Background: an optimization exercise with open tools, aiming at small area and a short achievable clock period. Do not read the settings as production practice. Function not checked in this run: the RTL went through the layout flow alone. Power and IR drop assume default switching activity.

### design.v
module QE_M (clk, reset, in_a, in_b, in_c, in_x, mode, valid_in, last_input, valid_out, result);
input wire clk, reset, mode;
input wire [7:0] in_a;
input wire [7:0] in_b;
input wire [7:0] in_c;
input wire [7:0] in_x;
input wire valid_in, last_input;
output reg valid_out;
output wire [15:0] result;
reg T1a14, T1a13, T1b13, T1a12, T1b12, T1c12, T1d12, T1a11, T1b11, T1c11, T1d11, T1a10, T1b10, T1c10, T1d10, T1a9, T1b9, T1c9, T1d9, T1a8, T1b8, T1c8, T1d8, T1a7, T1b7, T1c7, T1d7, T1a6, T1b6, T1c6, T1d6, T1a5, T1b5, T1c5, T1d5, T1a4, T1b4, T1c4, T1d4, T1a3, T1b3, T1c3, T1d3, T1a2, T1b2, T1c2, T1d2, T1a1, T1b1, T1c1, T1a0, T1b0;
reg [7:0]  X1, C1;
reg        m1, f1;
reg [15:0] R;
reg [3:0]  bo, bt, bn;   
reg        x7;
reg [7:0]  C2;
reg        keep2;
reg S3a15, S3b15, S3a14, S3b14, S3a13, S3b13, S3a12, S3b12, S3a11, S3b11, S3a10, S3b10, S3a9, S3b9, S3a8, S3b8, S3a7, S3b7, S3a6, S3b6, S3a5, S3b5, S3a4, S3b4, S3a3, S3b3, S3a2, S3b2, S3a1, S3b1, S3a0, S3b0;
reg [15:0] Y;
reg        q1, q2, q3;   
reg        lastd;        
wire [15:0] S3a = {S3a15, S3a14, S3a13, S3a12, S3a11, S3a10, S3a9, S3a8, S3a7, S3a6, S3a5, S3a4, S3a3, S3a2, S3a1, S3a0};
wire [15:0] S3b = {S3b15, S3b14, S3b13, S3b12, S3b11, S3b10, S3b9, S3b8, S3b7, S3b6, S3b5, S3b4, S3b3, S3b2, S3b1, S3b0};
wire [7:0] bg = in_b & {8{~mode}};
wire pa_0_0, pa_0_1, pa_0_2, pa_0_3, pa_0_4, pa_0_5, pa_0_6, pa_0_7;
wire pa_1_0, pa_1_1, pa_1_2, pa_1_3, pa_1_4, pa_1_5, pa_1_6, pa_1_7;
wire pa_2_0, pa_2_1, pa_2_2, pa_2_3, pa_2_4, pa_2_5, pa_2_6, pa_2_7;
wire pa_3_0, pa_3_1, pa_3_2, pa_3_3, pa_3_4, pa_3_5, pa_3_6, pa_3_7;
wire pa_4_0, pa_4_1, pa_4_2, pa_4_3, pa_4_4, pa_4_5, pa_4_6, pa_4_7;
wire pa_5_0, pa_5_1, pa_5_2, pa_5_3, pa_5_4, pa_5_5, pa_5_6, pa_5_7;
wire pa_6_0, pa_6_1, pa_6_2, pa_6_3, pa_6_4, pa_6_5, pa_6_6, pa_6_7;
wire pa_7_0, pa_7_1, pa_7_2, pa_7_3, pa_7_4, pa_7_5, pa_7_6, pa_7_7;
wire pc_0_0, pc_0_1, pc_0_2, pc_0_3, pc_0_4, pc_0_5, pc_0_6, pc_0_7;
wire pc_0_8, pc_0_9, pc_0_10, pc_0_11, pc_0_12, pc_0_13, pc_0_14, pc_0_15;
wire pc_neg_0, pc_1_2, pc_1_3, pc_1_4, pc_1_5, pc_1_6, pc_1_7, pc_1_8;
wire pc_1_9, pc_1_10, pc_1_11, pc_1_12, pc_1_13, pc_1_14, pc_1_15, pc_neg_1;
wire pc_2_4, pc_2_5, pc_2_6, pc_2_7, pc_2_8, pc_2_9, pc_2_10, pc_2_11;
wire pc_2_12, pc_2_13, pc_2_14, pc_2_15, pc_neg_2, pc_3_6, pc_3_7, pc_3_8;
wire pc_3_9, pc_3_10, pc_3_11, pc_3_12, pc_3_13, pc_3_14, pc_3_15, pc_neg_3;
wire pc_4_8, pc_4_9, pc_4_10, pc_4_11, pc_4_12, pc_4_13, pc_4_14, pc_4_15;
wire pc_acc_1_0, pc_acc_1_1, pc_acc_2_0, pc_acc_2_1, pc_acc_2_2, pc_acc_2_3;
assign pa_0_0 = in_a[0] & in_x[0];
assign pa_0_1 = in_a[0] & in_x[1];
assign pa_0_2 = in_a[0] & in_x[2];
assign pa_0_3 = in_a[0] & in_x[3];
assign pa_0_4 = in_a[0] & in_x[4];
assign pa_0_5 = in_a[0] & in_x[5];
assign pa_0_6 = in_a[0] & in_x[6];
assign pa_0_7 = in_a[0] & in_x[7];
assign pa_1_0 = in_a[1] & in_x[0];
assign pa_1_1 = in_a[1] & in_x[1];
assign pa_1_2 = in_a[1] & in_x[2];
assign pa_1_3 = in_a[1] & in_x[3];
assign pa_1_4 = in_a[1] & in_x[4];
assign pa_1_5 = in_a[1] & in_x[5];
assign pa_1_6 = in_a[1] & in_x[6];
assign pa_1_7 = in_a[1] & in_x[7];
assign pa_2_0 = in_a[2] & in_x[0];
assign pa_2_1 = in_a[2] & in_x[1];
assign pa_2_2 = in_a[2] & in_x[2];
assign pa_2_3 = in_a[2] & in_x[3];
assign pa_2_4 = in_a[2] & in_x[4];
assign pa_2_5 = in_a[2] & in_x[5];
assign pa_2_6 = in_a[2] & in_x[6];
assign pa_2_7 = in_a[2] & in_x[7];
assign pa_3_0 = in_a[3] & in_x[0];
assign pa_3_1 = in_a[3] & in_x[1];
assign pa_3_2 = in_a[3] & in_x[2];
assign pa_3_3 = in_a[3] & in_x[3];
assign pa_3_4 = in_a[3] & in_x[4];
assign pa_3_5 = in_a[3] & in_x[5];
assign pa_3_6 = in_a[3] & in_x[6];
assign pa_3_7 = in_a[3] & in_x[7];
assign pa_4_0 = in_a[4] & in_x[0];
assign pa_4_1 = in_a[4] & in_x[1];
assign pa_4_2 = in_a[4] & in_x[2];
assign pa_4_3 = in_a[4] & in_x[3];
assign pa_4_4 = in_a[4] & in_x[4];
assign pa_4_5 = in_a[4] & in_x[5];
assign pa_4_6 = in_a[4] & in_x[6];
assign pa_4_7 = in_a[4] & in_x[7];
assign pa_5_0 = in_a[5] & in_x[0];
assign pa_5_1 = in_a[5] & in_x[1];
assign pa_5_2 = in_a[5] & in_x[2];
assign pa_5_3 = in_a[5] & in_x[3];
assign pa_5_4 = in_a[5] & in_x[4];
assign pa_5_5 = in_a[5] & in_x[5];
assign pa_5_6 = in_a[5] & in_x[6];
assign pa_5_7 = in_a[5] & in_x[7];
assign pa_6_0 = in_a[6] & in_x[0];
assign pa_6_1 = in_a[6] & in_x[1];
assign pa_6_2 = in_a[6] & in_x[2];
assign pa_6_3 = in_a[6] & in_x[3];
assign pa_6_4 = in_a[6] & in_x[4];
assign pa_6_5 = in_a[6] & in_x[5];
assign pa_6_6 = in_a[6] & in_x[6];
assign pa_6_7 = in_a[6] & in_x[7];
assign pa_7_0 = in_a[7] & in_x[0];
assign pa_7_1 = in_a[7] & in_x[1];
assign pa_7_2 = in_a[7] & in_x[2];
assign pa_7_3 = in_a[7] & in_x[3];
assign pa_7_4 = in_a[7] & in_x[4];
assign pa_7_5 = in_a[7] & in_x[5];
assign pa_7_6 = in_a[7] & in_x[6];
assign pa_7_7 = in_a[7] & in_x[7];
wire ta_1, ta_2, ta_3, ta_4, ta_5, ta_6, ta_7, ta_8;
wire ta_9, ta_10, ta_11, ta_12, ta_13, ta_14, ta_15, ta_16;
wire ta_17, ta_18, ta_19, ta_20, ta_21, ta_22, ta_23, ta_24;
wire ta_25, ta_26, ta_27, ta_28, ta_29, ta_30, ta_31, ta_32;
wire ta_33, ta_34, ta_35, ta_36, ta_37, ta_38, ta_39, ta_40;
wire ta_41, ta_42, ta_43, ta_44, ta_45, ta_46, ta_47, ta_48;
wire ta_49, ta_50, ta_51, ta_52, ta_53, ta_54, ta_55, ta_56;
wire ta_57, ta_58, ta_59, ta_60, ta_61, ta_62, ta_63, ta_64;
wire ta_65, ta_66, ta_67, ta_68, ta_69, ta_70;
assign ta_1 = pa_0_5 ^ pa_1_4;
assign ta_2 = pa_0_5 & pa_1_4;
qe_x2 ta_xp0 (.a(pa_0_6), .b(pa_1_5), .y(ta_5));
qe_x2 ta_xs0 (.a(ta_5), .b(pa_2_4), .y(ta_3));
qe_cy ta_cy0 (.a(pa_0_6), .b(pa_1_5), .c(pa_2_4), .p(ta_5), .co(ta_4));
assign ta_6 = pa_3_3 ^ pa_4_2;
assign ta_7 = pa_3_3 & pa_4_2;
qe_x2 ta_xp1 (.a(pa_0_7), .b(pa_1_6), .y(ta_10));
qe_x2 ta_xs1 (.a(ta_10), .b(pa_2_5), .y(ta_8));
qe_cy ta_cy1 (.a(pa_0_7), .b(pa_1_6), .c(pa_2_5), .p(ta_10), .co(ta_9));
qe_x2 ta_xp2 (.a(pa_3_4), .b(pa_4_3), .y(ta_13));
qe_x2 ta_xs2 (.a(ta_13), .b(pa_5_2), .y(ta_11));
qe_cy ta_cy2 (.a(pa_3_4), .b(pa_4_3), .c(pa_5_2), .p(ta_13), .co(ta_12));
assign ta_14 = pa_6_1 ^ pa_7_0;
assign ta_15 = pa_6_1 & pa_7_0;
qe_x2 ta_xp3 (.a(pa_1_7), .b(pa_2_6), .y(ta_18));
qe_x2 ta_xs3 (.a(ta_18), .b(pa_3_5), .y(ta_16));
qe_cy ta_cy3 (.a(pa_1_7), .b(pa_2_6), .c(pa_3_5), .p(ta_18), .co(ta_17));
qe_x2 ta_xp4 (.a(pa_4_4), .b(pa_5_3), .y(ta_21));
qe_x2 ta_xs4 (.a(ta_21), .b(pa_6_2), .y(ta_19));
qe_cy ta_cy4 (.a(pa_4_4), .b(pa_5_3), .c(pa_6_2), .p(ta_21), .co(ta_20));
qe_x2 ta_xp5 (.a(pa_2_7), .b(pa_3_6), .y(ta_24));
qe_x2 ta_xs5 (.a(ta_24), .b(pa_4_5), .y(ta_22));
qe_cy ta_cy5 (.a(pa_2_7), .b(pa_3_6), .c(pa_4_5), .p(ta_24), .co(ta_23));
assign ta_25 = pa_0_3 ^ pa_1_2;
assign ta_26 = pa_0_3 & pa_1_2;
qe_x2 ta_xp6 (.a(pa_0_4), .b(pa_1_3), .y(ta_29));
qe_x2 ta_xs6 (.a(ta_29), .b(pa_2_2), .y(ta_27));
qe_cy ta_cy6 (.a(pa_0_4), .b(pa_1_3), .c(pa_2_2), .p(ta_29), .co(ta_28));
assign ta_30 = pa_3_1 ^ pa_4_0;
assign ta_31 = pa_3_1 & pa_4_0;
qe_x2 ta_xp7 (.a(pa_2_3), .b(pa_3_2), .y(ta_34));
qe_x2 ta_xs7 (.a(ta_34), .b(pa_4_1), .y(ta_32));
qe_cy ta_cy7 (.a(pa_2_3), .b(pa_3_2), .c(pa_4_1), .p(ta_34), .co(ta_33));
qe_x2 ta_xp8 (.a(pa_5_0), .b(bg[5]), .y(ta_37));
qe_x2 ta_xs8 (.a(ta_37), .b(ta_1), .y(ta_35));
qe_cy ta_cy8 (.a(pa_5_0), .b(bg[5]), .c(ta_1), .p(ta_37), .co(ta_36));
qe_x2 ta_xp9 (.a(pa_5_1), .b(pa_6_0), .y(ta_40));
qe_x2 ta_xs9 (.a(ta_40), .b(bg[6]), .y(ta_38));
qe_cy ta_cy9 (.a(pa_5_1), .b(pa_6_0), .c(bg[6]), .p(ta_40), .co(ta_39));
qe_x2 ta_xp10 (.a(ta_2), .b(ta_6), .y(ta_43));
qe_x2 ta_xs10 (.a(ta_43), .b(ta_3), .y(ta_41));
qe_cy ta_cy10 (.a(ta_2), .b(ta_6), .c(ta_3), .p(ta_43), .co(ta_42));
qe_x2 ta_xp11 (.a(bg[7]), .b(ta_7), .y(ta_46));
qe_x2 ta_xs11 (.a(ta_46), .b(ta_14), .y(ta_44));
qe_cy ta_cy11 (.a(bg[7]), .b(ta_7), .c(ta_14), .p(ta_46), .co(ta_45));
qe_x2 ta_xp12 (.a(ta_4), .b(ta_8), .y(ta_49));
qe_x2 ta_xs12 (.a(ta_49), .b(ta_11), .y(ta_47));
qe_cy ta_cy12 (.a(ta_4), .b(ta_8), .c(ta_11), .p(ta_49), .co(ta_48));
qe_x2 ta_xp13 (.a(pa_7_1), .b(ta_15), .y(ta_52));
qe_x2 ta_xs13 (.a(ta_52), .b(ta_9), .y(ta_50));
qe_cy ta_cy13 (.a(pa_7_1), .b(ta_15), .c(ta_9), .p(ta_52), .co(ta_51));
qe_x2 ta_xp14 (.a(ta_12), .b(ta_16), .y(ta_55));
qe_x2 ta_xs14 (.a(ta_55), .b(ta_19), .y(ta_53));
qe_cy ta_cy14 (.a(ta_12), .b(ta_16), .c(ta_19), .p(ta_55), .co(ta_54));
qe_x2 ta_xp15 (.a(pa_5_4), .b(pa_6_3), .y(ta_58));
qe_x2 ta_xs15 (.a(ta_58), .b(pa_7_2), .y(ta_56));
qe_cy ta_cy15 (.a(pa_5_4), .b(pa_6_3), .c(pa_7_2), .p(ta_58), .co(ta_57));
qe_x2 ta_xp16 (.a(ta_17), .b(ta_20), .y(ta_61));
qe_x2 ta_xs16 (.a(ta_61), .b(ta_22), .y(ta_59));
qe_cy ta_cy16 (.a(ta_17), .b(ta_20), .c(ta_22), .p(ta_61), .co(ta_60));
qe_x2 ta_xp17 (.a(pa_3_7), .b(pa_4_6), .y(ta_64));
qe_x2 ta_xs17 (.a(ta_64), .b(pa_5_5), .y(ta_62));
qe_cy ta_cy17 (.a(pa_3_7), .b(pa_4_6), .c(pa_5_5), .p(ta_64), .co(ta_63));
qe_x2 ta_xp18 (.a(pa_6_4), .b(pa_7_3), .y(ta_67));
qe_x2 ta_xs18 (.a(ta_67), .b(ta_23), .y(ta_65));
qe_cy ta_cy18 (.a(pa_6_4), .b(pa_7_3), .c(ta_23), .p(ta_67), .co(ta_66));
qe_x2 ta_xp19 (.a(pa_4_7), .b(pa_5_6), .y(ta_70));
qe_x2 ta_xs19 (.a(ta_70), .b(pa_6_5), .y(ta_68));
qe_cy ta_cy19 (.a(pa_4_7), .b(pa_5_6), .c(pa_6_5), .p(ta_70), .co(ta_69));
wire [7:0] xm = {X1[6:0], 1'b0};   
integer i;
wire tb_1, tb_2, tb_3, tb_4, tb_5, tb_6, tb_7, tb_8;
wire tb_9, tb_10, tb_11, tb_12, tb_13, tb_14, tb_15, tb_16;
wire tb_17, tb_18, tb_19, tb_20, tb_21, tb_22, tb_23, tb_24;
wire tb_25, tb_26, tb_27, tb_28, tb_29, tb_30, tb_31, tb_32;
wire tb_33, tb_34, tb_35, tb_36, tb_37, tb_38, tb_39, tb_40;
wire tb_41, tb_42, tb_43, tb_44, tb_45, tb_46, tb_47, tb_48;
wire tb_49, tb_50, tb_51, tb_52, tb_53, tb_54, tb_55, tb_56;
wire tb_57, tb_58, tb_59, tb_60, tb_61, tb_62, tb_63, tb_64;
wire tb_65, tb_66, tb_67, tb_68, tb_69, tb_70;
assign tb_1 = T1a2 ^ T1b2;
assign tb_2 = T1a2 & T1b2;
qe_x2 tb_xp0 (.a(T1a3), .b(T1b3), .y(tb_5));
qe_x2 tb_xs0 (.a(tb_5), .b(T1c3), .y(tb_3));
qe_cy tb_cy0 (.a(T1a3), .b(T1b3), .c(T1c3), .p(tb_5), .co(tb_4));
qe_x2 tb_xp1 (.a(T1a4), .b(T1b4), .y(tb_8));
qe_x2 tb_xs1 (.a(tb_8), .b(T1c4), .y(tb_6));
qe_cy tb_cy1 (.a(T1a4), .b(T1b4), .c(T1c4), .p(tb_8), .co(tb_7));
qe_x2 tb_xp2 (.a(T1a5), .b(T1b5), .y(tb_11));
qe_x2 tb_xs2 (.a(tb_11), .b(T1c5), .y(tb_9));
qe_cy tb_cy2 (.a(T1a5), .b(T1b5), .c(T1c5), .p(tb_11), .co(tb_10));
qe_x2 tb_xp3 (.a(T1a6), .b(T1b6), .y(tb_14));
qe_x2 tb_xs3 (.a(tb_14), .b(T1c6), .y(tb_12));
qe_cy tb_cy3 (.a(T1a6), .b(T1b6), .c(T1c6), .p(tb_14), .co(tb_13));
qe_x2 tb_xp4 (.a(T1a7), .b(T1b7), .y(tb_17));
qe_x2 tb_xs4 (.a(tb_17), .b(T1c7), .y(tb_15));
qe_cy tb_cy4 (.a(T1a7), .b(T1b7), .c(T1c7), .p(tb_17), .co(tb_16));
qe_x2 tb_xp5 (.a(T1a8), .b(T1b8), .y(tb_20));
qe_x2 tb_xs5 (.a(tb_20), .b(T1c8), .y(tb_18));
qe_cy tb_cy5 (.a(T1a8), .b(T1b8), .c(T1c8), .p(tb_20), .co(tb_19));
qe_x2 tb_xp6 (.a(T1a9), .b(T1b9), .y(tb_23));
qe_x2 tb_xs6 (.a(tb_23), .b(T1c9), .y(tb_21));
qe_cy tb_cy6 (.a(T1a9), .b(T1b9), .c(T1c9), .p(tb_23), .co(tb_22));
qe_x2 tb_xp7 (.a(T1a10), .b(T1b10), .y(tb_26));
qe_x2 tb_xs7 (.a(tb_26), .b(T1c10), .y(tb_24));
qe_cy tb_cy7 (.a(T1a10), .b(T1b10), .c(T1c10), .p(tb_26), .co(tb_25));
qe_x2 tb_xp8 (.a(T1a11), .b(T1b11), .y(tb_29));
qe_x2 tb_xs8 (.a(tb_29), .b(T1c11), .y(tb_27));
qe_cy tb_cy8 (.a(T1a11), .b(T1b11), .c(T1c11), .p(tb_29), .co(tb_28));
qe_x2 tb_xp9 (.a(T1a12), .b(T1b12), .y(tb_32));
qe_x2 tb_xs9 (.a(tb_32), .b(T1c12), .y(tb_30));
qe_cy tb_cy9 (.a(T1a12), .b(T1b12), .c(T1c12), .p(tb_32), .co(tb_31));
assign tb_33 = T1a1 ^ T1b1;
assign tb_34 = T1a1 & T1b1;
qe_x2 tb_xp10 (.a(T1c2), .b(T1d2), .y(tb_37));
qe_x2 tb_xs10 (.a(tb_37), .b(tb_1), .y(tb_35));
qe_cy tb_cy10 (.a(T1c2), .b(T1d2), .c(tb_1), .p(tb_37), .co(tb_36));
qe_x2 tb_xp11 (.a(T1d3), .b(tb_2), .y(tb_40));
qe_x2 tb_xs11 (.a(tb_40), .b(tb_3), .y(tb_38));
qe_cy tb_cy11 (.a(T1d3), .b(tb_2), .c(tb_3), .p(tb_40), .co(tb_39));
qe_x2 tb_xp12 (.a(T1d4), .b(tb_4), .y(tb_43));
qe_x2 tb_xs12 (.a(tb_43), .b(tb_6), .y(tb_41));
qe_cy tb_cy12 (.a(T1d4), .b(tb_4), .c(tb_6), .p(tb_43), .co(tb_42));
qe_x2 tb_xp13 (.a(T1d5), .b(tb_7), .y(tb_46));
qe_x2 tb_xs13 (.a(tb_46), .b(tb_9), .y(tb_44));
qe_cy tb_cy13 (.a(T1d5), .b(tb_7), .c(tb_9), .p(tb_46), .co(tb_45));
qe_x2 tb_xp14 (.a(T1d6), .b(tb_10), .y(tb_49));
qe_x2 tb_xs14 (.a(tb_49), .b(tb_12), .y(tb_47));
qe_cy tb_cy14 (.a(T1d6), .b(tb_10), .c(tb_12), .p(tb_49), .co(tb_48));
qe_x2 tb_xp15 (.a(T1d7), .b(tb_13), .y(tb_52));
qe_x2 tb_xs15 (.a(tb_52), .b(tb_15), .y(tb_50));
qe_cy tb_cy15 (.a(T1d7), .b(tb_13), .c(tb_15), .p(tb_52), .co(tb_51));
qe_x2 tb_xp16 (.a(T1d8), .b(tb_16), .y(tb_55));
qe_x2 tb_xs16 (.a(tb_55), .b(tb_18), .y(tb_53));
qe_cy tb_cy16 (.a(T1d8), .b(tb_16), .c(tb_18), .p(tb_55), .co(tb_54));
qe_x2 tb_xp17 (.a(T1d9), .b(tb_19), .y(tb_58));
qe_x2 tb_xs17 (.a(tb_58), .b(tb_21), .y(tb_56));
qe_cy tb_cy17 (.a(T1d9), .b(tb_19), .c(tb_21), .p(tb_58), .co(tb_57));
qe_x2 tb_xp18 (.a(T1d10), .b(tb_22), .y(tb_61));
qe_x2 tb_xs18 (.a(tb_61), .b(tb_24), .y(tb_59));
qe_cy tb_cy18 (.a(T1d10), .b(tb_22), .c(tb_24), .p(tb_61), .co(tb_60));
qe_x2 tb_xp19 (.a(T1d11), .b(tb_25), .y(tb_64));
qe_x2 tb_xs19 (.a(tb_64), .b(tb_27), .y(tb_62));
qe_cy tb_cy19 (.a(T1d11), .b(tb_25), .c(tb_27), .p(tb_64), .co(tb_63));
qe_x2 tb_xp20 (.a(T1d12), .b(tb_28), .y(tb_67));
qe_x2 tb_xs20 (.a(tb_67), .b(tb_30), .y(tb_65));
qe_cy tb_cy20 (.a(T1d12), .b(tb_28), .c(tb_30), .p(tb_67), .co(tb_66));
qe_x2 tb_xp21 (.a(T1a13), .b(T1b13), .y(tb_70));
qe_x2 tb_xs21 (.a(tb_70), .b(tb_31), .y(tb_68));
qe_cy tb_cy21 (.a(T1a13), .b(T1b13), .c(tb_31), .p(tb_70), .co(tb_69));
wire [15:0] SBa = {1'b0, T1a14, tb_66, tb_63, tb_60, tb_57, tb_54, tb_51, tb_48, tb_45, tb_42, tb_39, tb_36, tb_34, T1c1, T1a0};
wire [15:0] SBb = {1'b0, tb_69, tb_68, tb_65, tb_62, tb_59, tb_56, tb_53, tb_50, tb_47, tb_44, tb_41, tb_38, tb_35, tb_33, T1b0};
assign pc_0_0 = ((bo[0] & R[0])) ^ bn[0];
assign pc_0_1 = ((bo[0] & R[1]) | (bt[0] & R[0])) ^ bn[0];
assign pc_0_2 = ((bo[0] & R[2]) | (bt[0] & R[1])) ^ bn[0];
assign pc_0_3 = ((bo[0] & R[3]) | (bt[0] & R[2])) ^ bn[0];
assign pc_0_4 = ((bo[0] & R[4]) | (bt[0] & R[3])) ^ bn[0];
assign pc_0_5 = ((bo[0] & R[5]) | (bt[0] & R[4])) ^ bn[0];
assign pc_0_6 = ((bo[0] & R[6]) | (bt[0] & R[5])) ^ bn[0];
assign pc_0_7 = ((bo[0] & R[7]) | (bt[0] & R[6])) ^ bn[0];
assign pc_0_8 = ((bo[0] & R[8]) | (bt[0] & R[7])) ^ bn[0];
assign pc_0_9 = ((bo[0] & R[9]) | (bt[0] & R[8])) ^ bn[0];
assign pc_0_10 = ((bo[0] & R[10]) | (bt[0] & R[9])) ^ bn[0];
assign pc_0_11 = ((bo[0] & R[11]) | (bt[0] & R[10])) ^ bn[0];
assign pc_0_12 = ((bo[0] & R[12]) | (bt[0] & R[11])) ^ bn[0];
assign pc_0_13 = ((bo[0] & R[13]) | (bt[0] & R[12])) ^ bn[0];
assign pc_0_14 = ((bo[0] & R[14]) | (bt[0] & R[13])) ^ bn[0];
assign pc_0_15 = ((bo[0] & R[15]) | (bt[0] & R[14])) ^ bn[0];
assign pc_neg_0 = bn[0];
assign pc_1_2 = ((bo[1] & R[0]) | (keep2 & S3a[2])) ^ bn[1];
assign pc_1_3 = ((bo[1] & R[1]) | (bt[1] & R[0]) | (keep2 & S3a[3])) ^ bn[1];
assign pc_1_4 = ((bo[1] & R[2]) | (bt[1] & R[1]) | (keep2 & S3a[4])) ^ bn[1];
assign pc_1_5 = ((bo[1] & R[3]) | (bt[1] & R[2]) | (keep2 & S3a[5])) ^ bn[1];
assign pc_1_6 = ((bo[1] & R[4]) | (bt[1] & R[3]) | (keep2 & S3a[6])) ^ bn[1];
assign pc_1_7 = ((bo[1] & R[5]) | (bt[1] & R[4]) | (keep2 & S3a[7])) ^ bn[1];
assign pc_1_8 = ((bo[1] & R[6]) | (bt[1] & R[5]) | (keep2 & S3a[8])) ^ bn[1];
assign pc_1_9 = ((bo[1] & R[7]) | (bt[1] & R[6]) | (keep2 & S3a[9])) ^ bn[1];
assign pc_1_10 = ((bo[1] & R[8]) | (bt[1] & R[7]) | (keep2 & S3a[10])) ^ bn[1];
assign pc_1_11 = ((bo[1] & R[9]) | (bt[1] & R[8]) | (keep2 & S3a[11])) ^ bn[1];
assign pc_1_12 = ((bo[1] & R[10]) | (bt[1] & R[9]) | (keep2 & S3a[12])) ^ bn[1];
assign pc_1_13 = ((bo[1] & R[11]) | (bt[1] & R[10]) | (keep2 & S3a[13])) ^ bn[1];
assign pc_1_14 = ((bo[1] & R[12]) | (bt[1] & R[11]) | (keep2 & S3a[14])) ^ bn[1];
assign pc_1_15 = ((bo[1] & R[13]) | (bt[1] & R[12]) | (keep2 & S3a[15])) ^ bn[1];
assign pc_neg_1 = bn[1];
assign pc_2_4 = ((bo[2] & R[0]) | (keep2 & S3b[4])) ^ bn[2];
assign pc_2_5 = ((bo[2] & R[1]) | (bt[2] & R[0]) | (keep2 & S3b[5])) ^ bn[2];
assign pc_2_6 = ((bo[2] & R[2]) | (bt[2] & R[1]) | (keep2 & S3b[6])) ^ bn[2];
assign pc_2_7 = ((bo[2] & R[3]) | (bt[2] & R[2]) | (keep2 & S3b[7])) ^ bn[2];
assign pc_2_8 = ((bo[2] & R[4]) | (bt[2] & R[3]) | (keep2 & S3b[8])) ^ bn[2];
assign pc_2_9 = ((bo[2] & R[5]) | (bt[2] & R[4]) | (keep2 & S3b[9])) ^ bn[2];
assign pc_2_10 = ((bo[2] & R[6]) | (bt[2] & R[5]) | (keep2 & S3b[10])) ^ bn[2];
assign pc_2_11 = ((bo[2] & R[7]) | (bt[2] & R[6]) | (keep2 & S3b[11])) ^ bn[2];
assign pc_2_12 = ((bo[2] & R[8]) | (bt[2] & R[7]) | (keep2 & S3b[12])) ^ bn[2];
assign pc_2_13 = ((bo[2] & R[9]) | (bt[2] & R[8]) | (keep2 & S3b[13])) ^ bn[2];
assign pc_2_14 = ((bo[2] & R[10]) | (bt[2] & R[9]) | (keep2 & S3b[14])) ^ bn[2];
assign pc_2_15 = ((bo[2] & R[11]) | (bt[2] & R[10]) | (keep2 & S3b[15])) ^ bn[2];
assign pc_neg_2 = bn[2];
assign pc_3_6 = ((bo[3] & R[0])) ^ bn[3];
assign pc_3_7 = ((bo[3] & R[1]) | (bt[3] & R[0])) ^ bn[3];
assign pc_3_8 = ((bo[3] & R[2]) | (bt[3] & R[1])) ^ bn[3];
assign pc_3_9 = ((bo[3] & R[3]) | (bt[3] & R[2])) ^ bn[3];
assign pc_3_10 = ((bo[3] & R[4]) | (bt[3] & R[3])) ^ bn[3];
assign pc_3_11 = ((bo[3] & R[5]) | (bt[3] & R[4])) ^ bn[3];
assign pc_3_12 = ((bo[3] & R[6]) | (bt[3] & R[5])) ^ bn[3];
assign pc_3_13 = ((bo[3] & R[7]) | (bt[3] & R[6])) ^ bn[3];
assign pc_3_14 = ((bo[3] & R[8]) | (bt[3] & R[7])) ^ bn[3];
assign pc_3_15 = ((bo[3] & R[9]) | (bt[3] & R[8])) ^ bn[3];
assign pc_neg_3 = bn[3];
assign pc_4_8 = x7 & R[0];
assign pc_4_9 = x7 & R[1];
assign pc_4_10 = x7 & R[2];
assign pc_4_11 = x7 & R[3];
assign pc_4_12 = x7 & R[4];
assign pc_4_13 = x7 & R[5];
assign pc_4_14 = x7 & R[6];
assign pc_4_15 = x7 & R[7];
assign pc_acc_1_0 = keep2 & S3a[0];
assign pc_acc_1_1 = keep2 & S3a[1];
assign pc_acc_2_0 = keep2 & S3b[0];
assign pc_acc_2_1 = keep2 & S3b[1];
assign pc_acc_2_2 = keep2 & S3b[2];
assign pc_acc_2_3 = keep2 & S3b[3];
wire tc_1, tc_2, tc_3, tc_4, tc_5, tc_6, tc_7, tc_8;
wire tc_9, tc_10, tc_11, tc_12, tc_13, tc_14, tc_15, tc_16;
wire tc_17, tc_18, tc_19, tc_20, tc_21, tc_22, tc_23, tc_24;
wire tc_25, tc_26, tc_27, tc_28, tc_29, tc_30, tc_31, tc_32;
wire tc_33, tc_34, tc_35, tc_36, tc_37, tc_38, tc_39, tc_40;
wire tc_41, tc_42, tc_43, tc_44, tc_45, tc_46, tc_47, tc_48;
wire tc_49, tc_50, tc_51, tc_52, tc_53, tc_54, tc_55, tc_56;
wire tc_57, tc_58, tc_59, tc_60, tc_61, tc_62, tc_63, tc_64;
wire tc_65, tc_66, tc_67, tc_68, tc_69, tc_70, tc_71, tc_72;
wire tc_73, tc_74, tc_75, tc_76, tc_77, tc_78, tc_79, tc_80;
wire tc_81, tc_82, tc_83, tc_84, tc_85, tc_86, tc_87, tc_88;
wire tc_89, tc_90, tc_91, tc_92, tc_93, tc_94, tc_95, tc_96;
wire tc_97, tc_98, tc_99, tc_100, tc_101, tc_102, tc_103, tc_104;
wire tc_105, tc_106, tc_107, tc_108, tc_109, tc_110, tc_111, tc_112;
wire tc_113, tc_114, tc_115, tc_116, tc_117, tc_118, tc_119, tc_120;
wire tc_121, tc_122, tc_123, tc_124, tc_125, tc_126, tc_127, tc_128;
wire tc_129, tc_130, tc_131, tc_132, tc_133, tc_134, tc_135, tc_136;
wire tc_137, tc_138, tc_139, tc_140, tc_141, tc_142, tc_143, tc_144;
wire tc_145, tc_146, tc_147, tc_148, tc_149, tc_150, tc_151, tc_152;
wire tc_153, tc_154, tc_155, tc_156, tc_157, tc_158;
assign tc_1 = pc_neg_0 ^ C2[0];
assign tc_2 = pc_neg_0 & C2[0];
assign tc_3 = C2[1] ^ pc_acc_1_1;
assign tc_4 = C2[1] & pc_acc_1_1;
qe_x2 tc_xp0 (.a(pc_neg_1), .b(C2[2]), .y(tc_7));
qe_x2 tc_xs0 (.a(tc_7), .b(pc_acc_2_2), .y(tc_5));
qe_cy tc_cy0 (.a(pc_neg_1), .b(C2[2]), .c(pc_acc_2_2), .p(tc_7), .co(tc_6));
assign tc_8 = C2[3] ^ pc_acc_2_3;
assign tc_9 = C2[3] & pc_acc_2_3;
qe_x2 tc_xp1 (.a(pc_neg_2), .b(C2[4]), .y(tc_12));
qe_x2 tc_xs1 (.a(tc_12), .b(pc_0_4), .y(tc_10));
qe_cy tc_cy1 (.a(pc_neg_2), .b(C2[4]), .c(pc_0_4), .p(tc_12), .co(tc_11));
assign tc_13 = C2[5] ^ pc_0_5;
assign tc_14 = C2[5] & pc_0_5;
qe_x2 tc_xp2 (.a(pc_neg_3), .b(C2[6]), .y(tc_17));
qe_x2 tc_xs2 (.a(tc_17), .b(pc_0_6), .y(tc_15));
qe_cy tc_cy2 (.a(pc_neg_3), .b(C2[6]), .c(pc_0_6), .p(tc_17), .co(tc_16));
assign tc_18 = pc_1_6 ^ pc_2_6;
assign tc_19 = pc_1_6 & pc_2_6;
qe_x2 tc_xp3 (.a(C2[7]), .b(pc_0_7), .y(tc_22));
qe_x2 tc_xs3 (.a(tc_22), .b(pc_1_7), .y(tc_20));
qe_cy tc_cy3 (.a(C2[7]), .b(pc_0_7), .c(pc_1_7), .p(tc_22), .co(tc_21));
assign tc_23 = pc_2_7 ^ pc_3_7;
assign tc_24 = pc_2_7 & pc_3_7;
qe_x2 tc_xp4 (.a(pc_4_8), .b(pc_0_8), .y(tc_27));
qe_x2 tc_xs4 (.a(tc_27), .b(pc_1_8), .y(tc_25));
qe_cy tc_cy4 (.a(pc_4_8), .b(pc_0_8), .c(pc_1_8), .p(tc_27), .co(tc_26));
assign tc_28 = pc_2_8 ^ pc_3_8;
assign tc_29 = pc_2_8 & pc_3_8;
qe_x2 tc_xp5 (.a(pc_4_9), .b(pc_0_9), .y(tc_32));
qe_x2 tc_xs5 (.a(tc_32), .b(pc_1_9), .y(tc_30));
qe_cy tc_cy5 (.a(pc_4_9), .b(pc_0_9), .c(pc_1_9), .p(tc_32), .co(tc_31));
assign tc_33 = pc_2_9 ^ pc_3_9;
assign tc_34 = pc_2_9 & pc_3_9;
qe_x2 tc_xp6 (.a(pc_4_10), .b(pc_0_10), .y(tc_37));
qe_x2 tc_xs6 (.a(tc_37), .b(pc_1_10), .y(tc_35));
qe_cy tc_cy6 (.a(pc_4_10), .b(pc_0_10), .c(pc_1_10), .p(tc_37), .co(tc_36));
assign tc_38 = pc_2_10 ^ pc_3_10;
assign tc_39 = pc_2_10 & pc_3_10;
qe_x2 tc_xp7 (.a(pc_4_11), .b(pc_0_11), .y(tc_42));
qe_x2 tc_xs7 (.a(tc_42), .b(pc_1_11), .y(tc_40));
qe_cy tc_cy7 (.a(pc_4_11), .b(pc_0_11), .c(pc_1_11), .p(tc_42), .co(tc_41));
assign tc_43 = pc_2_11 ^ pc_3_11;
assign tc_44 = pc_2_11 & pc_3_11;
qe_x2 tc_xp8 (.a(pc_4_12), .b(pc_0_12), .y(tc_47));
qe_x2 tc_xs8 (.a(tc_47), .b(pc_1_12), .y(tc_45));
qe_cy tc_cy8 (.a(pc_4_12), .b(pc_0_12), .c(pc_1_12), .p(tc_47), .co(tc_46));
assign tc_48 = pc_2_12 ^ pc_3_12;
assign tc_49 = pc_2_12 & pc_3_12;
qe_x2 tc_xp9 (.a(pc_4_13), .b(pc_0_13), .y(tc_52));
qe_x2 tc_xs9 (.a(tc_52), .b(pc_1_13), .y(tc_50));
qe_cy tc_cy9 (.a(pc_4_13), .b(pc_0_13), .c(pc_1_13), .p(tc_52), .co(tc_51));
assign tc_53 = pc_2_13 ^ pc_3_13;
assign tc_54 = pc_2_13 & pc_3_13;
qe_x2 tc_xp10 (.a(pc_4_14), .b(pc_0_14), .y(tc_57));
qe_x2 tc_xs10 (.a(tc_57), .b(pc_1_14), .y(tc_55));
qe_cy tc_cy10 (.a(pc_4_14), .b(pc_0_14), .c(pc_1_14), .p(tc_57), .co(tc_56));
assign tc_58 = pc_2_14 ^ pc_3_14;
assign tc_59 = pc_2_14 & pc_3_14;
qe_x2 tc_xp11 (.a(pc_4_15), .b(pc_0_15), .y(tc_62));
qe_x2 tc_xs11 (.a(tc_62), .b(pc_1_15), .y(tc_60));
qe_cy tc_cy11 (.a(pc_4_15), .b(pc_0_15), .c(pc_1_15), .p(tc_62), .co(tc_61));
assign tc_63 = pc_2_15 ^ pc_3_15;
assign tc_64 = pc_2_15 & pc_3_15;
assign tc_65 = pc_acc_1_0 ^ pc_acc_2_0;
assign tc_66 = pc_acc_1_0 & pc_acc_2_0;
qe_x2 tc_xp12 (.a(pc_acc_2_1), .b(tc_2), .y(tc_69));
qe_x2 tc_xs12 (.a(tc_69), .b(pc_0_1), .y(tc_67));
qe_cy tc_cy12 (.a(pc_acc_2_1), .b(tc_2), .c(pc_0_1), .p(tc_69), .co(tc_68));
qe_x2 tc_xp13 (.a(pc_0_2), .b(pc_1_2), .y(tc_72));
qe_x2 tc_xs13 (.a(tc_72), .b(tc_4), .y(tc_70));
qe_cy tc_cy13 (.a(pc_0_2), .b(pc_1_2), .c(tc_4), .p(tc_72), .co(tc_71));
qe_x2 tc_xp14 (.a(pc_0_3), .b(pc_1_3), .y(tc_75));
qe_x2 tc_xs14 (.a(tc_75), .b(tc_8), .y(tc_73));
qe_cy tc_cy14 (.a(pc_0_3), .b(pc_1_3), .c(tc_8), .p(tc_75), .co(tc_74));
qe_x2 tc_xp15 (.a(pc_1_4), .b(pc_2_4), .y(tc_78));
qe_x2 tc_xs15 (.a(tc_78), .b(tc_9), .y(tc_76));
qe_cy tc_cy15 (.a(pc_1_4), .b(pc_2_4), .c(tc_9), .p(tc_78), .co(tc_77));
qe_x2 tc_xp16 (.a(pc_1_5), .b(pc_2_5), .y(tc_81));
qe_x2 tc_xs16 (.a(tc_81), .b(tc_13), .y(tc_79));
qe_cy tc_cy16 (.a(pc_1_5), .b(pc_2_5), .c(tc_13), .p(tc_81), .co(tc_80));
qe_x2 tc_xp17 (.a(pc_3_6), .b(tc_14), .y(tc_84));
qe_x2 tc_xs17 (.a(tc_84), .b(tc_18), .y(tc_82));
qe_cy tc_cy17 (.a(pc_3_6), .b(tc_14), .c(tc_18), .p(tc_84), .co(tc_83));
qe_x2 tc_xp18 (.a(tc_19), .b(tc_23), .y(tc_87));
qe_x2 tc_xs18 (.a(tc_87), .b(tc_16), .y(tc_85));
qe_cy tc_cy18 (.a(tc_19), .b(tc_23), .c(tc_16), .p(tc_87), .co(tc_86));
qe_x2 tc_xp19 (.a(tc_24), .b(tc_28), .y(tc_90));
qe_x2 tc_xs19 (.a(tc_90), .b(tc_21), .y(tc_88));
qe_cy tc_cy19 (.a(tc_24), .b(tc_28), .c(tc_21), .p(tc_90), .co(tc_89));
qe_x2 tc_xp20 (.a(tc_29), .b(tc_33), .y(tc_93));
qe_x2 tc_xs20 (.a(tc_93), .b(tc_26), .y(tc_91));
qe_cy tc_cy20 (.a(tc_29), .b(tc_33), .c(tc_26), .p(tc_93), .co(tc_92));
qe_x2 tc_xp21 (.a(tc_34), .b(tc_38), .y(tc_96));
qe_x2 tc_xs21 (.a(tc_96), .b(tc_31), .y(tc_94));
qe_cy tc_cy21 (.a(tc_34), .b(tc_38), .c(tc_31), .p(tc_96), .co(tc_95));
qe_x2 tc_xp22 (.a(tc_39), .b(tc_43), .y(tc_99));
qe_x2 tc_xs22 (.a(tc_99), .b(tc_36), .y(tc_97));
qe_cy tc_cy22 (.a(tc_39), .b(tc_43), .c(tc_36), .p(tc_99), .co(tc_98));
qe_x2 tc_xp23 (.a(tc_44), .b(tc_48), .y(tc_102));
qe_x2 tc_xs23 (.a(tc_102), .b(tc_41), .y(tc_100));
qe_cy tc_cy23 (.a(tc_44), .b(tc_48), .c(tc_41), .p(tc_102), .co(tc_101));
qe_x2 tc_xp24 (.a(tc_49), .b(tc_53), .y(tc_105));
qe_x2 tc_xs24 (.a(tc_105), .b(tc_46), .y(tc_103));
qe_cy tc_cy24 (.a(tc_49), .b(tc_53), .c(tc_46), .p(tc_105), .co(tc_104));
qe_x2 tc_xp25 (.a(tc_54), .b(tc_58), .y(tc_108));
qe_x2 tc_xs25 (.a(tc_108), .b(tc_51), .y(tc_106));
qe_cy tc_cy25 (.a(tc_54), .b(tc_58), .c(tc_51), .p(tc_108), .co(tc_107));
qe_x2 tc_xp26 (.a(tc_59), .b(tc_63), .y(tc_111));
qe_x2 tc_xs26 (.a(tc_111), .b(tc_56), .y(tc_109));
qe_cy tc_cy26 (.a(tc_59), .b(tc_63), .c(tc_56), .p(tc_111), .co(tc_110));
assign tc_112 = pc_0_0 ^ tc_1;
assign tc_113 = pc_0_0 & tc_1;
qe_x2 tc_xp27 (.a(tc_66), .b(tc_3), .y(tc_116));
qe_x2 tc_xs27 (.a(tc_116), .b(tc_67), .y(tc_114));
qe_cy tc_cy27 (.a(tc_66), .b(tc_3), .c(tc_67), .p(tc_116), .co(tc_115));
qe_x2 tc_xp28 (.a(tc_5), .b(tc_68), .y(tc_119));
qe_x2 tc_xs28 (.a(tc_119), .b(tc_70), .y(tc_117));
qe_cy tc_cy28 (.a(tc_5), .b(tc_68), .c(tc_70), .p(tc_119), .co(tc_118));
qe_x2 tc_xp29 (.a(tc_6), .b(tc_71), .y(tc_122));
qe_x2 tc_xs29 (.a(tc_122), .b(tc_73), .y(tc_120));
qe_cy tc_cy29 (.a(tc_6), .b(tc_71), .c(tc_73), .p(tc_122), .co(tc_121));
qe_x2 tc_xp30 (.a(tc_10), .b(tc_76), .y(tc_125));
qe_x2 tc_xs30 (.a(tc_125), .b(tc_74), .y(tc_123));
qe_cy tc_cy30 (.a(tc_10), .b(tc_76), .c(tc_74), .p(tc_125), .co(tc_124));
qe_x2 tc_xp31 (.a(tc_11), .b(tc_77), .y(tc_128));
qe_x2 tc_xs31 (.a(tc_128), .b(tc_79), .y(tc_126));
qe_cy tc_cy31 (.a(tc_11), .b(tc_77), .c(tc_79), .p(tc_128), .co(tc_127));
qe_x2 tc_xp32 (.a(tc_15), .b(tc_80), .y(tc_131));
qe_x2 tc_xs32 (.a(tc_131), .b(tc_82), .y(tc_129));
qe_cy tc_cy32 (.a(tc_15), .b(tc_80), .c(tc_82), .p(tc_131), .co(tc_130));
qe_x2 tc_xp33 (.a(tc_20), .b(tc_83), .y(tc_134));
qe_x2 tc_xs33 (.a(tc_134), .b(tc_85), .y(tc_132));
qe_cy tc_cy33 (.a(tc_20), .b(tc_83), .c(tc_85), .p(tc_134), .co(tc_133));
qe_x2 tc_xp34 (.a(tc_25), .b(tc_86), .y(tc_137));
qe_x2 tc_xs34 (.a(tc_137), .b(tc_88), .y(tc_135));
qe_cy tc_cy34 (.a(tc_25), .b(tc_86), .c(tc_88), .p(tc_137), .co(tc_136));
qe_x2 tc_xp35 (.a(tc_30), .b(tc_89), .y(tc_140));
qe_x2 tc_xs35 (.a(tc_140), .b(tc_91), .y(tc_138));
qe_cy tc_cy35 (.a(tc_30), .b(tc_89), .c(tc_91), .p(tc_140), .co(tc_139));
qe_x2 tc_xp36 (.a(tc_35), .b(tc_92), .y(tc_143));
qe_x2 tc_xs36 (.a(tc_143), .b(tc_94), .y(tc_141));
qe_cy tc_cy36 (.a(tc_35), .b(tc_92), .c(tc_94), .p(tc_143), .co(tc_142));
qe_x2 tc_xp37 (.a(tc_40), .b(tc_95), .y(tc_146));
qe_x2 tc_xs37 (.a(tc_146), .b(tc_97), .y(tc_144));
qe_cy tc_cy37 (.a(tc_40), .b(tc_95), .c(tc_97), .p(tc_146), .co(tc_145));
qe_x2 tc_xp38 (.a(tc_45), .b(tc_98), .y(tc_149));
qe_x2 tc_xs38 (.a(tc_149), .b(tc_100), .y(tc_147));
qe_cy tc_cy38 (.a(tc_45), .b(tc_98), .c(tc_100), .p(tc_149), .co(tc_148));
qe_x2 tc_xp39 (.a(tc_50), .b(tc_101), .y(tc_152));
qe_x2 tc_xs39 (.a(tc_152), .b(tc_103), .y(tc_150));
qe_cy tc_cy39 (.a(tc_50), .b(tc_101), .c(tc_103), .p(tc_152), .co(tc_151));
qe_x2 tc_xp40 (.a(tc_55), .b(tc_104), .y(tc_155));
qe_x2 tc_xs40 (.a(tc_155), .b(tc_106), .y(tc_153));
qe_cy tc_cy40 (.a(tc_55), .b(tc_104), .c(tc_106), .p(tc_155), .co(tc_154));
qe_x2 tc_xp41 (.a(tc_60), .b(tc_107), .y(tc_158));
qe_x2 tc_xs41 (.a(tc_158), .b(tc_109), .y(tc_156));
qe_cy tc_cy41 (.a(tc_60), .b(tc_107), .c(tc_109), .p(tc_158), .co(tc_157));
always @(posedge clk) begin
	T1a14 <= pa_7_7;
	T1a13 <= pa_6_7;
	T1b13 <= pa_7_6;
	T1a12 <= pa_5_7;
	T1b12 <= pa_6_6;
	T1c12 <= pa_7_5;
	T1d12 <= ta_69;
	T1a11 <= pa_7_4;
	T1b11 <= ta_63;
	T1c11 <= ta_68;
	T1d11 <= ta_66;
	T1a10 <= ta_57;
	T1b10 <= ta_62;
	T1c10 <= ta_60;
	T1d10 <= ta_65;
	T1a9 <= ta_56;
	T1b9 <= ta_51;
	T1c9 <= ta_54;
	T1d9 <= ta_59;
	T1a8 <= ta_45;
	T1b8 <= ta_48;
	T1c8 <= ta_50;
	T1d8 <= ta_53;
	T1a7 <= ta_39;
	T1b7 <= ta_44;
	T1c7 <= ta_42;
	T1d7 <= ta_47;
	T1a6 <= ta_33;
	T1b6 <= ta_38;
	T1c6 <= ta_36;
	T1d6 <= ta_41;
	T1a5 <= ta_31;
	T1b5 <= ta_28;
	T1c5 <= ta_32;
	T1d5 <= ta_35;
	T1a4 <= bg[4];
	T1b4 <= ta_26;
	T1c4 <= ta_30;
	T1d4 <= ta_27;
	T1a3 <= pa_2_1;
	T1b3 <= pa_3_0;
	T1c3 <= bg[3];
	T1d3 <= ta_25;
	T1a2 <= pa_0_2;
	T1b2 <= pa_1_1;
	T1c2 <= pa_2_0;
	T1d2 <= bg[2];
	T1a1 <= pa_0_1;
	T1b1 <= pa_1_0;
	T1c1 <= bg[1];
	T1a0 <= pa_0_0;
	T1b0 <= bg[0];
	X1 <= mode ? {7'd0, valid_in} : in_x;
	C1 <= in_c & {8{~mode}};
	m1 <= mode;
	f1 <= lastd;
	R  <= SBa + SBb;
	for (i = 0; i < 4; i = i + 1) begin
		bo[i] <= X1[2*i] ^ xm[2*i];
		bt[i] <= (X1[2*i+1] & ~X1[2*i] & ~xm[2*i]) | (~X1[2*i+1] & X1[2*i] & xm[2*i]);
		bn[i] <= X1[2*i+1];
	end
	x7 <= X1[7];
	C2 <= C1;
	keep2 <= m1 & ~f1;
	S3a15 <= tc_154;
	S3b15 <= tc_156;
	S3a14 <= tc_151;
	S3b14 <= tc_153;
	S3a13 <= tc_148;
	S3b13 <= tc_150;
	S3a12 <= tc_145;
	S3b12 <= tc_147;
	S3a11 <= tc_142;
	S3b11 <= tc_144;
	S3a10 <= tc_139;
	S3b10 <= tc_141;
	S3a9 <= tc_136;
	S3b9 <= tc_138;
	S3a8 <= tc_133;
	S3b8 <= tc_135;
	S3a7 <= tc_130;
	S3b7 <= tc_132;
	S3a6 <= tc_127;
	S3b6 <= tc_129;
	S3a5 <= tc_124;
	S3b5 <= tc_126;
	S3a4 <= tc_121;
	S3b4 <= tc_123;
	S3a3 <= tc_118;
	S3b3 <= tc_120;
	S3a2 <= tc_115;
	S3b2 <= tc_117;
	S3a1 <= tc_113;
	S3b1 <= tc_114;
	S3a0 <= tc_65;
	S3b0 <= tc_112;
	Y  <= S3a + S3b;
end
always @(posedge clk or posedge reset) begin
	if (reset) begin
		q1 <= 1'b0;
		q2 <= 1'b0;
		q3 <= 1'b0;
		valid_out <= 1'b0;
		lastd <= 1'b1;
	end else begin
		q1 <= mode ? last_input : valid_in;
		q2 <= q1;
		q3 <= q2;
		valid_out <= q3;
		lastd <= last_input;
	end
end
assign result = Y;
endmodule
module qe_fa (a, b, c, s, co);
input wire a, b, c;
output wire s, co;
assign {co, s} = a + b + c;
endmodule
module qe_fs (a, b, c, s);
input wire a, b, c;
output wire s;
assign s = a ^ b ^ c;
endmodule
module qe_fc (a, b, c, co);
input wire a, b, c;
output wire co;
assign co = (a & b) | (c & (a | b));
endmodule
module qe_x2 (a, b, y);
input wire a, b;
output wire y;
assign y = a ^ b;
endmodule
module qe_cy (a, b, c, p, co);
input wire a, b, c, p;
output wire co;
assign co = (a & b) | (c & p);
endmodule
module qe_ha (a, b, s, co);
input wire a, b;
output wire s, co;
assign {co, s} = a + b;
endmodule
### flow/run.sh
#!/bin/bash
# The standard layout, with buf_2 cells as the port buffers.
bash standard.sh "BUFFER_PORTS_ARGS=-buffer_cell sky130_fd_sc_hd__buf_2" finish > standard.log 2>&1
### standard.sh
#!/bin/bash
# synth_recipe.tcl (not shown) runs the flow's synth.tcl, then flattens the netlist and writes it again
# the make line also repeats each setting of config.mk as NAME=value (left out here)
make -C /OpenROAD-flow-scripts/flow DESIGN_CONFIG=/design/flow/config.mk WORK_HOME=/design/flow/orfs CLKGATE_MAP_FILE= SYNTH_SCRIPT=/design/flow/synth_recipe.tcl "${@:-finish}"
### config.mk
export PLATFORM = sky130hd
export DESIGN_NAME = QE_M
export DESIGN_NICKNAME = QE_M
export VERILOG_FILES = /design/flow/design.v
export SDC_FILE = /design/flow/constraint.sdc
export NUM_CORES = 4
export LEC_CHECK = 0
export CAP_MARGIN = 20
export CORE_MARGIN = 2
export CORE_UTILIZATION = 40
export SETUP_SLACK_MARGIN = 4
export SLEW_MARGIN = 20
export SYNTH_HIERARCHICAL = 1
### constraint.sdc
create_clock -name core_clock -period 6.5 [get_ports {clk}]
set_input_delay 1.3000 -clock core_clock [delete_from_list [all_inputs] [get_ports {clk}]]
set_output_delay 1.3000 -clock core_clock [all_outputs]
set_load 0.01 [all_outputs]
==> run notes <==
-- placed cells by master (no fill, tap or decap), types with 13 or more instances in the layout --
master	instances
nor2_1	16
buf_2	53
a22oi_1	27
xor2_2	15
and2_1	81
a22o_1	81
clkbuf_16	17
ha_1	46
a222oi_1	24
a21oi_1	20
o21ai_0	13
nor2b_1	30
xnor2_1	64
xor2_1	165
dfxtp_1	143
nand2_1	20
-- cell type report --
type                            instances  area [um2]  share of cell area
Timing Repair Buffer                   62       332.8             0.03197
Tap cell                              280       350.3             0.03365
Inverter                                7       26.28            0.002524
Clock buffer                           18       429.2             0.04122
Sequential cell                       160        3244              0.3116
Clock inverter                         14       167.7             0.01610
Multi-Input combinational cell        698        5861              0.5629
-- metal layers --
metal,vias up,global-route usage
met5,-,0
met4,0,0.05385
met3,22,0.03157
met2,150,0.2857
met1,3104,0.2069
li1,3294,-
-- cells by family after synthesis --
logic type	after synthesis
XOR/XNOR	244
AO/OA/AOI/OAI	213
AND/OR/NAND/NOR	183
flip-flops	160
adder cells (fa/ha/maj)	54
buffers and inverters	40
multiplexers	4
-- power groups by stage --
stage / clock (uW) / sequential [uW] / combinational [uW]
after CTS: 1020 / 1500 / 2580
after floorplan: 0 / 1410 / 2050
after detailed placement: 0 / 1520 / 2420
after global placement: 0 / 1520 / 2390
after global routing: 1070 / 1540 / 2970
final: 996 / 1510 / 2670
-- stage by stage --
stage	setup slack [ns]	hold slack [ns]
floorplan	4.118	0.3096
global placement	3.899	0.3105
detailed placement	3.848	0.3132
CTS	4.003	0.3297
global route	3.858	0.3404
finish	3.950	0.3272
-- worst paths after layout --
check / to / start / slack (ns) / cells past startpoint
setup / recovery: R[11] / T1a7 / 3.95 / 10
hold / removal: C2[1] / C1[1] / 0.33 / 0
setup reg to reg: R[11] / T1a7 / 3.95 / 10
hold reg to reg: C2[1] / C1[1] / 0.33 / 0
max in group asynchronous: lastd / reset / 5.52 / 2
min in group asynchronous: q2 / reset / 0.75 / 2
-- worst reg2reg max path: cells and delay by family (launching register included) --
kind                       cells  cell delay [ns]
AOI/OAI and AO/OA              5             1.17
xor gates and xnor gates       3             0.51
adders and majority gates      1             0.28
buffers and inverters          1             0.15
DFF                            1             0.34
-- sequential cells by signal, summed over array words and instances (netlist names), 4 cells and up --
register / count
R: 16
Y: 16
C1: 8
C2: 8
X1: 8
bn: 4
bo: 4
bt: 4
-- Yosys stat by module (local to each module, per instance) --
| module | cells inside | flip-flops and latches | copies in the design | cell area (um2) |
|---|---|---|---|---|
| QE_M | 649 | 160 | 1 | 6822 |
| qe_x2 | 1 | 0 | 168 | 8.758 |
| qe_cy | 1 | 0 | 81 | 8.758 |
-- repair_timing --
item | CTS | global route
setup endpoints to repair | 3 | 21
pin swaps | 7 | 8
gates resized for setup | 21 | 29
setup buffers | 4 | 4
==> metrics.md <==
| Metric | Value |
|---|---|
| Status | complete, no violations |
| Largest family of logic cells by synthesized area | XOR/XNOR gates |
| First-iteration detailed-routing DRC count | 470 |
| Int Pwr | 3077 uW |
| Element type at the critical path start | flip-flop |
| Post-Synth XOR/XNOR Area | 0.2374 |
| TritonCTS Sinks | between 150 and 200 |
| Vias in the first global route | 6368 |
| CORE AREA | 0.02196 mm2 |
| RSZ-0062 raised after global routing | yes |
| Commonest cells post-synth | xor2_1, dfxtp_1, a22o_1, and2_1, xnor2_1 |
| Synth Flop Type | dfxtp_1 |
| Largest net degree at the start of global routing | 33 |
| Final HPWL DP | 14.11 mm |
| Achievable frequency | 0.3921 GHz |
| Ys async rst share | 0.03125 |
| Part of the power in combinational logic | 0.516 |
| Adder-cell share of the synthesized area | 0.07672 |
| Total power | 5170 uW |
| WL met2 | 9.305 mm |
| Synthesized cell area | 0.009002 mm2 |
| Width of the die | 154.0 um |
| Worst vdd ir | 0.0002092 V |
| Crit path max-delay family | compound AO/OA/AOI/OAI gates |
| Total CTS buffers | 17 |
| Netlist cell types | 60 |
| First-pass GRT wire length | 31.24 mm |
| Layout Skew | ~0.0076 ns |
| CTS root buf | clkbuf_16 |
| Rows | 54 |
| CTS tree | done |
| Highest routed layer | met4 |
| Clock tree buffer depth | 2 |
| Yosys top cell by area | dfxtp_1 |
| Buf/Inv on CP | 1 |
| Most common cell in the netlist | xor2_1 |
| Gp weighted congestion | between 0.8 and 0.9 |
| Slew @ Worst Pin | 0.9809 ns |
| Hold WC Path Type | flip-flop to flip-flop |
| Simple-gate area share of the yosys netlist | 0.1166 |
| WL/cell | roughly 15 um |
| Final core occ | 0.4741 |
| Nets | 1037 |
| # IOs | 54 |
| Die height | roughly 150 um |
| Placed inst area | about 0.0095 mm2 |
| Critical Path RT | between 6 and 7 ns |
| Crit share post-route | 0.3924 |
| Drt drc | 0 |
| Compound-Gate Fraction of Synth Area | 0.1878 |
| FILL cells | 2065 |
| Kind of critical path | flip-flop to flip-flop |
| Synthesized flop and latch total | between 150 and 200 |
| Layout cells sized above 1 | 0.1522 |
| Clock Latency Late Sink | roughly 0.42 ns |
| Clock transition at the registers of the reported paths | 0.07 ns |
| Pwr dens | ~500 mW/mm2 |
| Clock power frac | 0.193 |
| Dpl cells | 1199 |
| Pre-antenna DRT Iters | 8 |
| CTS hold repair buffers | 0 |
| Sw frac | 0.4049 |
| Setup TNS | 0 ns |
| Slew Viols, Final | 0 |
| Leakage Power | 0.004654 uW |
| H-tree Lvls | 4 |
| Worst endpoint data arrival time | between 2 and 3 ns |
| GRT Residual Overflow | 0 |
| Reg power frac | 0.291 |
| Routed wl met3 | 695 um |
| Crit path capture type | flip-flop |
| N_diodes | 0 |
| Die area | 0.02372 mm2 |
| Register area share after synthesis | 0.3587 |
| YS warnings | 7 |
| Relative slew slack | 0.3452 |
| Psw | 2093 uW |
| Synthesized Nets | 989 |
| Finished Cell Area | 0.01041 mm2 |
| Final-report setup violation count | 0 |
| Vias per cell | 5.303 |
| Top post-synthesis cells by area | dfxtp_1, xor2_1, a22o_1 |
| Post-synthesis mux area share | 0.004864 |
| Initial antenna violation count | 0 |
| Area delta synth->final | 15.65% |
| GRT Util Overall | 0.1651 |
| Final Hold Fails | 0 |
| Max-cap viol count | 0 |
| Synth top area share | 0.3447 |
| Final WL | 19.20 mm |
| Synthesized area per cell | 10.02 um2 |
| Critical-path cell list | xor2_2 -> a22o_1 -> xor2_2 -> a22o_1 -> ha_4 -> a41o_4 -> a221oi_4 -> o31ai_4 -> buf_4 -> xor2_1 |
| Post-synth EDFFs | 0 |
| Post-route ant nets | 0 |
| Max incr delay on CP | 0.34 ns |
| Starting Density | 0.4100 |
| Crit-path slowest cell | dfxtp_2 |
| Final min period | about 2.6 ns |
| Port bufs | 53 |
| Post-Syn Instances | 898 |
| Max FO, Critical Path | 7 |
| WL met1 | between 8 and 9 mm |
| Via count | 6570 |
| Non-Filler Instances | between 1000 and 1500 |

==> re-timing with driven ports <==
In the flow no input, the clock included, has a driving cell. The finished layout below was timed again as built, in two steps. Step 1 assumes that a clkbuf_16 drives the clock port and a buf_2 every other input. Step 2 also shifts input and output timing later by t, the mid clock arrival at the registers, as if the neighbouring blocks saw the same clock. Slacks: no drivers / after step 1 / after step 2; pairs: no drivers / after step 1.
t (ns): 0.461
setup WS [ns]: 3.950 / 3.950 / 3.874
hold WS [ns]: 0.327 / 0.327 / 0.327
worst register clock-pin slew, ns: 0.07 / 0.07
worst data-port slew with drivers (ns): 0.04
After both steps setup and hold are still met in this run. The setup slack of this run moves by 0.000 ns with the drivers and by -0.076 ns with both steps.
